Context: an optimization exercise on an open-source flow, tuned for small area, a short achievable clock period and few clock cycles per item. The choices shown serve that exercise and are no tape-out recipe. The RTL was checked by simulation tests, not by an equivalence proof against the original design.

==> flow/design.v (excerpt) <==
module systolic_multiplier(
	input wire clk,
	input wire rst_n,
	input wire start,
	input wire [163 - 1 : 0] a,
	input wire [163 - 1 : 0] g,
	input wire [BWIDTH - 1:0] b,
	output wire [163 - 1 : 0] t_i_j,
	output reg done
);
==> module systolic_multiplier, before the edit <==
module systolic_multiplier(
	input wire clk,
	input wire rst_n,
	input wire start,
	input wire [163 - 1 : 0] a,
	input wire [163 - 1 : 0] g,
	input wire [BWIDTH - 1:0] b,
	output wire [163 - 1 : 0] t_i_j,
	output reg done
);
localparam W = 163;
localparam D = 14;
localparam BWIDTH = 168;
localparam K = (BWIDTH + D - 1) / D;                
localparam BW = K * D;                              
localparam CW = 4;                               
reg  [W - 1 : 0] reg_a;
reg  [W - 1 : 0] reg_g;
reg  [BW - 1 : 0] reg_b;
reg  [W - 1 : 0] tr;        
reg  [D - 1 : 0] q;         
reg  [D - 1 : 0] qn;        
reg  [D - 1 : 0] hb;        
reg  busy;                  
reg  fix;                   
reg  [CW - 1 : 0] counter;
wire ld = ~(busy | fix);    
assign t_i_j = tr;
always @(posedge clk or negedge rst_n) begin
	if (!rst_n) begin
		busy <= 1'b0;
		fix <= 1'b0;
		counter <= 0;
		done <= 1'b0;
	end else begin
		done <= fix;
		fix <= busy && (counter == K - 1);
		if (busy) begin
			if (counter == K - 1) begin
				busy <= 1'b0;
				counter <= 0;
			end else
				counter <= counter + 1'b1;
		end else if (start && !fix) begin
			busy <= 1'b1;
			counter <= 0;
		end
	end
end
wire [D - 1 : 0] dig = reg_b[BW - 1 -: D];
wire [D - 1 : 0] dig_nx = reg_b[BW - D - 1 -: D];
reg [D - 1 : 0] fac [0 : 3];
reg [D - 1 : 0] pr01, pr23, c_in;
reg [D - 1 : 1] c_r;        
wire [D - 1 : 0] c = {c_r, 1'b1};
integer i, j, k;
always @* begin
	for (k = 0; k < 4; k = k + 1) begin
		fac[k] = 0;
		fac[k][0] = 1'b1;
		for (j = 1; j < D; j = j + 1)
			if ((j << k) < D)
				fac[k][j << k] = g[W - j];
	end
	pr01 = 0; pr23 = 0; c_in = 0;
	for (i = 0; i < D; i = i + 1)
		for (j = 0; j <= i; j = j + 1) begin
			pr01[i] = pr01[i] ^ (fac[0][j] & fac[1][i - j]);
			pr23[i] = pr23[i] ^ (fac[2][j] & fac[3][i - j]);
		end
	for (i = 0; i < D; i = i + 1)
		for (j = 0; j <= i; j = j + 1)
			c_in[i] = c_in[i] ^ (pr01[j] & pr23[i - j]);
end
reg [W - 1 : 0] ta;           
reg [W - 1 : 0] ba;           
reg [D - 1 : 0] hq;           
reg [D - 1 : 0] q_new;        
reg [D - 1 : 0] hb_in, hb_nx;  
always @* begin
	for (i = 0; i < W; i = i + 1) begin
		ta[i] = tr[i];
		ba[i] = 1'b0;
		for (j = 0; j < D; j = j + 1)
			if (i >= j) begin
				ta[i] = ta[i] ^ (q[j] & reg_g[i - j]);
				ba[i] = ba[i] ^ (dig[j] & reg_a[i - j]);
			end
	end
	for (i = 0; i < D; i = i + 1) begin
		hq[i] = tr[W + i - D] ^ hb[i];
		for (j = 0; j < D; j = j + 1)
			if (W + i - D >= j)
				hq[i] = hq[i] ^ (~qn[j] & reg_g[W + i - D - j]);
		hb_in[i] = 1'b0;
		hb_nx[i] = 1'b0;
		for (j = 0; j < D; j = j + 1)
			if (W + i - j <= W - 1) begin
				hb_in[i] = hb_in[i] ^ (b[BW - 1 - (D - 1) + j] & a[W + i - j]);
				hb_nx[i] = hb_nx[i] ^ (dig_nx[j] & reg_a[W + i - j]);
			end
	end
	for (i = 0; i < D; i = i + 1) begin
		q_new[i] = 1'b0;
		for (k = 0; k < D - i; k = k + 1)
			q_new[i] = q_new[i] ^ (c[k] & hq[i + k]);
	end
end
always @(posedge clk) begin
	if (ld) begin
		reg_a <= a;
		reg_g <= g;
		c_r <= c_in[D - 1 : 1];
		reg_b <= {{(BW - BWIDTH){1'b0}}, b};
		tr <= {W{1'b0}};
		q <= {D{1'b0}};
		qn <= {D{1'b1}};
		hb <= hb_in;
	end else begin
		reg_b <= reg_b << D;
		tr <= fix ? ta : ({ta[W - D - 1 : 0], {D{1'b0}}} ^ ba);
		q <= q_new;
		qn <= ~q_new;
		hb <= hb_nx;
	end
end
endmodule  
clock: 7.0 ns
lec_check: 0
cap_margin: 20
core_margin: 2
core_utilization: 40
setup_slack_margin: 4.1
slew_margin: 20
standard.sh (not shown) runs the stock make flow with config.mk's settings and CLKGATE_MAP_FILE= SYNTH_SCRIPT=/design/flow/synth_recipe.tcl, a recipe that flattens the netlist after the stock synthesis.
==> flow/flow/run.sh <==
#!/bin/bash
# The standard layout, with the port buffers inserted as buf_1 cells
# (ORFS's buffer_ports otherwise picks clkdlybuf4s50_1). Timing repair
# still resizes the ones on critical paths.
set -euo pipefail
export BUFFER_PORTS_ARGS="-buffer_cell sky130_fd_sc_hd__buf_1"
bash standard.sh > standard_flow.log 2>&1
The first run finished with timing, DRC and antenna clean.
Testbench counts at the start, summed over its fixed seeds: cycles 22,408, items 1,600.
==> next run, changes <==
--- a/flow/design.v
+++ b/flow/design.v
@@ -8,19 +8,21 @@
 	output wire [163 - 1 : 0] t_i_j,
 	output reg done
 );
 localparam W = 163;
-localparam D = 14;
+localparam D = 12;
 localparam BWIDTH = 168;
 localparam K = (BWIDTH + D - 1) / D;                
 localparam BW = K * D;                              
+localparam SPLIT = 96;                          
 localparam CW = 4;                               
 reg  [W - 1 : 0] reg_a;
 reg  [W - 1 : 0] reg_g;
 reg  [BW - 1 : 0] reg_b;
 reg  [W - 1 : 0] tr;        
 reg  [D - 1 : 0] q;         
 reg  [D - 1 : 0] qn;        
+reg  [D - 1 : 0] dign;      
 reg  [D - 1 : 0] hb;        
 reg  busy;                  
 reg  fix;                   
 reg  [CW - 1 : 0] counter;
@@ -52,8 +54,9 @@
 reg [D - 1 : 0] fac [0 : 3];
 reg [D - 1 : 0] pr01, pr23, c_in;
 reg [D - 1 : 1] c_r;        
 wire [D - 1 : 0] c = {c_r, 1'b1};
+wire [D - 1 : 0] c_q = ld ? {D{1'b0}} : c;
 integer i, j, k;
 always @* begin
 	for (k = 0; k < 4; k = k + 1) begin
 		fac[k] = 0;
@@ -82,10 +85,10 @@
 		ta[i] = tr[i];
 		ba[i] = 1'b0;
 		for (j = 0; j < D; j = j + 1)
 			if (i >= j) begin
-				ta[i] = ta[i] ^ (q[j] & reg_g[i - j]);
-				ba[i] = ba[i] ^ (dig[j] & reg_a[i - j]);
+				ta[i] = ta[i] ^ ((i < SPLIT ? q[j] : ~qn[j]) & reg_g[i - j]);
+				ba[i] = ba[i] ^ ((i < SPLIT ? dig[j] : ~dign[j]) & reg_a[i - j]);
 			end
 	end
 	for (i = 0; i < D; i = i + 1) begin
 		hq[i] = tr[W + i - D] ^ hb[i];
@@ -102,26 +105,26 @@
 	end
 	for (i = 0; i < D; i = i + 1) begin
 		q_new[i] = 1'b0;
 		for (k = 0; k < D - i; k = k + 1)
-			q_new[i] = q_new[i] ^ (c[k] & hq[i + k]);
+			q_new[i] = q_new[i] ^ (c_q[k] & hq[i + k]);
 	end
 end
 always @(posedge clk) begin
+	q <= q_new;
+	qn <= ~q_new;
 	if (ld) begin
 		reg_a <= a;
 		reg_g <= g;
 		c_r <= c_in[D - 1 : 1];
 		reg_b <= {{(BW - BWIDTH){1'b0}}, b};
 		tr <= {W{1'b0}};
-		q <= {D{1'b0}};
-		qn <= {D{1'b1}};
+		dign <= ~b[BW - 1 -: D];
 		hb <= hb_in;
 	end else begin
 		reg_b <= reg_b << D;
 		tr <= fix ? ta : ({ta[W - D - 1 : 0], {D{1'b0}}} ^ ba);
-		q <= q_new;
-		qn <= ~q_new;
+		dign <= ~dig_nx;
 		hb <= hb_nx;
 	end
 end
 endmodule  
After rerunning: The changed run produced a clean layout; worst setup slack loses 0.024 ns; core utilization rose by 0.78 points; first-iteration DRC count came out lower by 17%; synthesized area is lower by 9.2%; register-to-register slack is worse by 0.02 ns; non-clock buffer count came out higher by 55; synthesized cell count fell by 16%; via count went down by 13%; die area drops by 9.1%; wire length falls by 11%.
Testbench counts after the change, summed over its fixed seeds: cycles 25,608, items 1,600.

-- re-timing with driven ports --
In the flow no input, the clock included, has a driving cell. The finished layouts below were timed again as built, in two steps.
Step 1, drivers: a clkbuf_16 drives clk and a buf_2 each remaining input, both assumed.
Step 2, shift: input delay + t, output delay - t, t = (earliest + latest rising clock arrival at the registers) / 2. This alone moves slack from input paths to output paths.
Three values: ideal ports, drivers, drivers and shift; two values: the first two.
run	t (ns)	setup slack, ns	hold slack, ns	slew at the worst register clock pin (ns)	cell pins on the clock port's net
the first run	0.872	3.930 / 3.930 / 3.579	0.411 / 0.411 / 0.411	0.07 / 0.07	1
the second run	0.867	3.907 / 3.907 / 3.515	0.420 / 0.420 / 0.420	0.07 / 0.07	1
After both steps every run listed still meets setup and hold. The setup slack of the second run, which loses most, moves by 0.000 ns with the drivers and by -0.392 ns with both steps.
